Source: an optimization exercise on an open RTL-to-GDS flow (aim: small area). Production flows keep margins and buffers that such runs may drop. The RTL was checked by simulation tests, not by an equivalence proof against the original design.

==> inputs of job 4768 <==
==> flow/design.v (excerpt) <==
module tsn_switch_core (
    input  wire         clk,
    input  wire         rst_n,
    input  wire [3:0]   rx_valid,
    input  wire [3:0]   rx_sof,
    input  wire [3:0]   rx_eof,
    input  wire [127:0] rx_data,
    input  wire [7:0]   rx_mod,
    input  wire [3:0]   rx_error,
    input  wire [191:0] rx_dst_mac,
    input  wire [191:0] rx_src_mac,
    input  wire [63:0]  rx_ethertype,
    input  wire [47:0]  rx_vlan_id,
    input  wire [11:0]  rx_priority,
    input  wire [3:0]   rx_vlan_valid,
    output wire [3:0]   tx_valid,
    output wire [3:0]   tx_sof,
    output wire [3:0]   tx_eof,
    output wire [127:0] tx_data,
    output wire [7:0]   tx_mod,
    output wire [11:0]  tx_priority,
    input  wire [3:0]   tx_ready,
    input  wire [63:0]  ptp_time,
    input  wire         time_valid,
    output wire [63:0]  frame_timestamp,
    input  wire         learning_enable,
    input  wire         cut_through_enable,
    input  wire [15:0]  default_vlan,
    input  wire [3:0]   port_enable,
    input  wire         security_enable,
    input  wire [47:0]  allowed_mac_base,
    input  wire [15:0]  allowed_mac_mask,
    input  wire [15:0]  blocked_ethertypes,
    output wire [127:0] forwarded_frames_packed,
    output wire [127:0] dropped_frames_packed,
    output wire [31:0]  learned_addresses,
    output wire [31:0]  security_violations,
    output wire [15:0]  switch_status,
    output wire [31:0]  cut_through_count,
    output wire [31:0]  store_forward_count
);
    switching_matrix #(
        .NUM_PORTS(4),
        .MAC_TABLE_SIZE(8),
        .VLAN_TABLE_SIZE(256),
        .CUT_THROUGH_THRESHOLD(64)
    ) switch_matrix (
        .clk(clk),
        .rst_n(rst_n),
        .rx_valid(rx_valid),
        .rx_sof(rx_sof),
        .rx_eof(rx_eof),
        .rx_data(rx_data),
        .rx_mod(rx_mod),
        .rx_error(rx_error),
        .rx_dst_mac(rx_dst_mac),
        .rx_src_mac(rx_src_mac),
        .rx_ethertype(rx_ethertype),
  ...
clock: 10.0 ns
lec_check: 0
cap_margin: 40
core_margin: 2
core_utilization: 20
place_density: 0.35
slew_margin: 40
run.sh (not shown) runs the stock make flow with config.mk's settings and CLKGATE_MAP_FILE= SYNTH_SCRIPT=/design/flow/synth_recipe.tcl, a recipe that flattens the netlist after the stock synthesis.
==> inputs of job 6723, as changes to job 4768 <==
--- a/flow/design.v
+++ b/flow/design.v
@@ -235,47 +235,84 @@
     reg [2:0]  fprio [0:3];
     reg [3:0]  fct;
     reg [5:0]  wcnt [0:3];                 
     reg [63:0] ts0;
     reg [31:0] fwd_cnt [0:3];
     reg [31:0] drop_cnt [0:3];
     reg [31:0] sec_cnt;
+    reg [31:0] fwd_tgl [0:3];
+    reg [31:0] drop_tgl [0:3];
+    reg [31:0] sec_tgl;
+    reg        fwd_lo [0:3];
+    reg        drop_lo [0:3];
+    reg        sec_lo;
+    integer    ci, cn;
+    always @(*) begin
+        for (cn = 0; cn < 4; cn = cn + 1) begin
+            fwd_lo[cn] = 1'b1;
+            drop_lo[cn] = 1'b1;
+            for (ci = 0; ci < 32; ci = ci + 1) begin
+                if (ci % 8 == 0) begin
+                    if (ci > 0) begin
+                        fwd_lo[cn] = fwd_lo[cn] & (&fwd_cnt[cn][ci-8 +: 8]);
+                        drop_lo[cn] = drop_lo[cn] & (&drop_cnt[cn][ci-8 +: 8]);
+                    end
+                    fwd_tgl[cn][ci] = fwd_inc[cn] & fwd_lo[cn];
+                    drop_tgl[cn][ci] = drop_inc[cn] & drop_lo[cn];
+                end else begin
+                    fwd_tgl[cn][ci] = fwd_tgl[cn][ci-1] & fwd_cnt[cn][ci-1];
+                    drop_tgl[cn][ci] = drop_tgl[cn][ci-1] & drop_cnt[cn][ci-1];
+                end
+            end
+        end
+        sec_lo = 1'b1;
+        for (ci = 0; ci < 32; ci = ci + 1) begin
+            if (ci % 8 == 0) begin
+                if (ci > 0)
+                    sec_lo = sec_lo & (&sec_cnt[ci-8 +: 8]);
+                sec_tgl[ci] = (|(fwd_req & viol)) & sec_lo;
+            end else begin
+                sec_tgl[ci] = sec_tgl[ci-1] & sec_cnt[ci-1];
+            end
+        end
+    end
+    always @(posedge clk) begin
+        for (p = 0; p < 4; p = p + 1) begin
+            if (fwd_req[p]) begin
+                fprio[p] <= rx_priority[p*3 +: 3];
+                fct[p] <= cut_through_enable && (wcnt[p][5:4] != 2'b00);
+            end
+        end
+    end
     always @(posedge clk or negedge rst_n) begin
         if (!rst_n) begin
             for (p = 0; p < 4; p = p + 1) begin
                 pend[p] <= 4'h0;
-                fprio[p] <= 3'h0;
-                fct[p] <= 1'b0;
                 wcnt[p] <= 6'h0;
                 fwd_cnt[p] <= 32'h0;
                 drop_cnt[p] <= 32'h0;
             end
             ts0 <= 64'h0;
             sec_cnt <= 32'h0;
         end else begin
             for (p = 0; p < 4; p = p + 1) begin
                 if (fwd_req[p]) begin
                     pend[p] <= ports[p];
-                    fprio[p] <= rx_priority[p*3 +: 3];
-                    fct[p] <= cut_through_enable && (wcnt[p][5:4] != 2'b00);
                 end else if (rx_eof[p]) begin
                     pend[p] <= 4'h0;
                     wcnt[p] <= 6'h0;
                 end else if (rx_valid[p]) begin
                     wcnt[p] <= wcnt[p] + 6'd1;
                 end
-                if (fwd_inc[p])
-                    fwd_cnt[p] <= fwd_cnt[p] + 32'd1;
-                if (drop_inc[p])
-                    drop_cnt[p] <= drop_cnt[p] + 32'd1;
+                fwd_cnt[p] <= fwd_cnt[p] ^ fwd_tgl[p];
+                drop_cnt[p] <= drop_cnt[p] ^ drop_tgl[p];
             end
             if (fwd_req[0])
                 ts0 <= ptp_time;
-            if (|(fwd_req & viol))
-                sec_cnt <= sec_cnt + 32'd1;
+            sec_cnt <= sec_cnt ^ sec_tgl;
         end
     end
     reg [1:0]  arb [0:3];
     reg [1:0]  cur [0:3];
     reg [3:0]  active;
     reg [3:0]  o_valid, o_sof, o_eof;
     reg [31:0] o_data [0:3];
@@ -310,19 +347,43 @@
                     ct_inc = 1'b1;
                 else
                     sf_inc = 1'b1;
             end
         end
     end
     reg [31:0] dnext;
+    reg [31:0] ct_tgl, sf_tgl;
+    reg        ct_lo, sf_lo;
+    integer    ei;
+    always @(*) begin
+        ct_lo = 1'b1;
+        sf_lo = 1'b1;
+        for (ei = 0; ei < 32; ei = ei + 1) begin
+            if (ei % 8 == 0) begin
+                if (ei > 0) begin
+                    ct_lo = ct_lo & (&ct_cnt[ei-8 +: 8]);
+                    sf_lo = sf_lo & (&sf_cnt[ei-8 +: 8]);
+                end
+                ct_tgl[ei] = ct_inc & ct_lo;
+                sf_tgl[ei] = sf_inc & sf_lo;
+            end else begin
+                ct_tgl[ei] = ct_tgl[ei-1] & ct_cnt[ei-1];
+                sf_tgl[ei] = sf_tgl[ei-1] & sf_cnt[ei-1];
+            end
+        end
+    end
+    always @(posedge clk) begin
+        for (o = 0; o < 4; o = o + 1)
+            if (start[o])
+                cur[o] <= sel[o];
+    end
     always @(posedge clk or negedge rst_n) begin
         if (!rst_n) begin
             for (o = 0; o < 4; o = o + 1) begin
                 arb[o] <= 2'd1;
-                cur[o] <= 2'd0;
                 active[o] <= 1'b0;
                 o_valid[o] <= 1'b0;
                 o_sof[o] <= 1'b0;
                 o_eof[o] <= 1'b0;
                 o_data[o] <= 32'h0;
                 o_mod[o] <= 2'h0;
                 o_prio[o] <= 3'h0;
@@ -337,32 +398,29 @@
                     dnext = 32'h0;
                     for (k = 0; k < 4; k = k + 1)
                         if (ld_src[o][k])
                             dnext = dnext | rx_data[k*32 +: 32];
                     o_data[o] <= dnext;
                 end
                 if (start[o]) begin
-                    cur[o] <= sel[o];
                     active[o] <= 1'b1;
                     o_prio[o] <= fprio[sel[o]];
                     o_valid[o] <= 1'b1;
                     arb[o] <= arb[o] + 2'd1;
                 end else if (active[o]) begin
                     o_valid[o] <= rx_valid[cur[o]];
                     o_mod[o] <= rx_mod[cur[o]*2 +: 2];
                     if (rx_eof[cur[o]])
                         active[o] <= 1'b0;
                 end else if (!tx_ready[o]) begin
                     o_valid[o] <= 1'b0;
                 end
             end
-            if (ct_inc)
-                ct_cnt <= ct_cnt + 32'd1;
-            if (sf_inc)
-                sf_cnt <= sf_cnt + 32'd1;
+            ct_cnt <= ct_cnt ^ ct_tgl;
+            sf_cnt <= sf_cnt ^ sf_tgl;
         end
     end
     genvar g;
     generate
         for (g = 0; g < 4; g = g + 1) begin : gen_out
             assign tx_valid[g] = o_valid[g];
             assign tx_sof[g] = o_sof[g];
==> flow/flow/run.sh (new file) <==
#!/bin/bash
# The standard layout (standard.sh) with these changes:
#  - after the standard synthesis, the combinational logic is mapped again
#    with ABC's area-oriented mapper (amap); flip-flops, their names and
#    cell types are left exactly as the standard synthesis made them
#  - ports get the smallest buffer, sky130_fd_sc_hd__buf_1
#  - the buffers Yosys/ABC inserted are removed at floorplan
set -euo pipefail
WORK=$(pwd)
R=$WORK/orfs/results/$FLOW_PLATFORM/tsn_switch_core/base
LIB=$FLOW_HOME/platforms/$FLOW_PLATFORM/lib/sky130_fd_sc_hd__tt_025C_1v80.lib
YOSYS=$FLOW_HOME/../tools/install/yosys/bin/yosys
[[ -x $YOSYS ]] || YOSYS=yosys

export BUFFER_PORTS_ARGS="-buffer_cell sky130_fd_sc_hd__buf_1"
export REMOVE_ABC_BUFFERS=1
export CTS_ARGS="-sink_clustering_enable -repair_clock_nets -dont_use_dummy_load"

# 1. standard synthesis
bash standard.sh synth > make_synth.log 2>&1

# 2. remap the combinational cells
cp $R/1_2_yosys.v $WORK/standard_synth.v
printf 'strash\ndch -f\namap\ntopo\n' > $WORK/amap.abc
cat > $WORK/remap.ys <<EOT
read_liberty -ignore_miss_func $LIB
blackbox sky130_fd_sc_hd__df* sky130_fd_sc_hd__edf* sky130_fd_sc_hd__sdf* sky130_fd_sc_hd__sedf* sky130_fd_sc_hd__dl* sky130_fd_sc_hd__conb_1
read_verilog $WORK/standard_synth.v
hierarchy -check -top $FLOW_TOP
flatten
opt_clean -purge
abc -script $WORK/amap.abc -liberty $LIB -dont_use sky130_fd_sc_hd__probe_p_8 -dont_use sky130_fd_sc_hd__probec_p_8 -dont_use sky130_fd_sc_hd__lpflow_*
opt_clean -purge
hilomap -singleton -hicell sky130_fd_sc_hd__conb_1 HI -locell sky130_fd_sc_hd__conb_1 LO
insbuf -buf sky130_fd_sc_hd__buf_1 A X
splitnets
opt_clean -purge
check
stat -liberty $LIB
write_verilog -noattr -nohex -nodec $WORK/remapped.v
EOT
$YOSYS -l $WORK/remap.log -q $WORK/remap.ys > /dev/null
cp $WORK/remapped.v $R/1_2_yosys.v
rm -f $R/1_synth.odb $R/1_synth.sdc

# 3. the rest of the standard layout
bash standard.sh > make_layout.log 2>&1
==> flow/standard.sh (new file) <==
#!/bin/bash
# synth_recipe.tcl (not shown) runs the flow's synth.tcl, then flattens the netlist and writes it again
# the make line also repeats each setting of config.mk as NAME=value (left out here)
make -C /OpenROAD-flow-scripts/flow DESIGN_CONFIG=/design/flow/config.mk WORK_HOME=/design/flow/orfs CLKGATE_MAP_FILE= SYNTH_SCRIPT=/design/flow/synth_recipe.tcl "${@:-finish}"
CAP_MARGIN = 0   (was 40)
GPL_TIMING_DRIVEN = 0   (was not set)
SLEW_MARGIN = 0   (was 40)
removed: flow/run.sh
==> summary of the runs <==
Job 4768 completed with no timing, DRC or antenna violations. Job 6723 failed in global routing (5_1_grt) with GRT-0116.
Between job 4768 and job 6723, the lower area after synthesis is in job 6723 (gap about 11%, measured against job 6723).
Against job 4768, the synthesized cell count of job 6723 is larger by about 4%.
==> figures <==
quantity                                           job 4768                  job 6723
Resize count post-CTS                                     0                        60
Netlist area before placement                    93700 um^2                84500 um^2
Die X                                                688 um                    654 um
Status                             timing/DRC/antenna clean            did not finish
Last stage reached                                        -  global routing (5_1_grt)
Area of placed instances                        119000 um^2               105000 um^2
Die Y-Extent                                         688 um                    654 um
YS warnings                                              24                        28
Dpl ws                                              1770 ps                  -2800 ps
# Post-CTS Setup Buffers                                  0                        24
Placer Congestion                                      1.07                      1.50
Post-Syn Area per Cell                            9.41 um^2                 8.15 um^2
Number of instances in the synthesized netlist         9960                     10400

-- afterwards: timing with drivers on the ports --
How much do the figures lean on ideal ports? The routed layout below was timed once more, with nothing changed but the port constraints.
Step 1: set_driving_cell puts a clkbuf_16 on clk and a buf_2 on each other input, an assumption about the parent block.
Step 2 moves the port delays by t, midway between the first and last clock arrival at a register: inputs arrive t later, outputs are due t later. That takes back most of the time a late clock gives input paths.
Three values: no drivers, after step 1, after step 2; two values: the first two.
run: job 4768
shift t [ns]: 1.042
setup WS [ns]: 2.536 / 2.588 / 1.545
slew at the worst register clock pin (ns): 0.07 / 0.07
After both steps setup and hold are still met in job 4768. For job 4768, drivers alone change the setup slack by +0.052 ns; drivers and shift together by -0.991 ns.
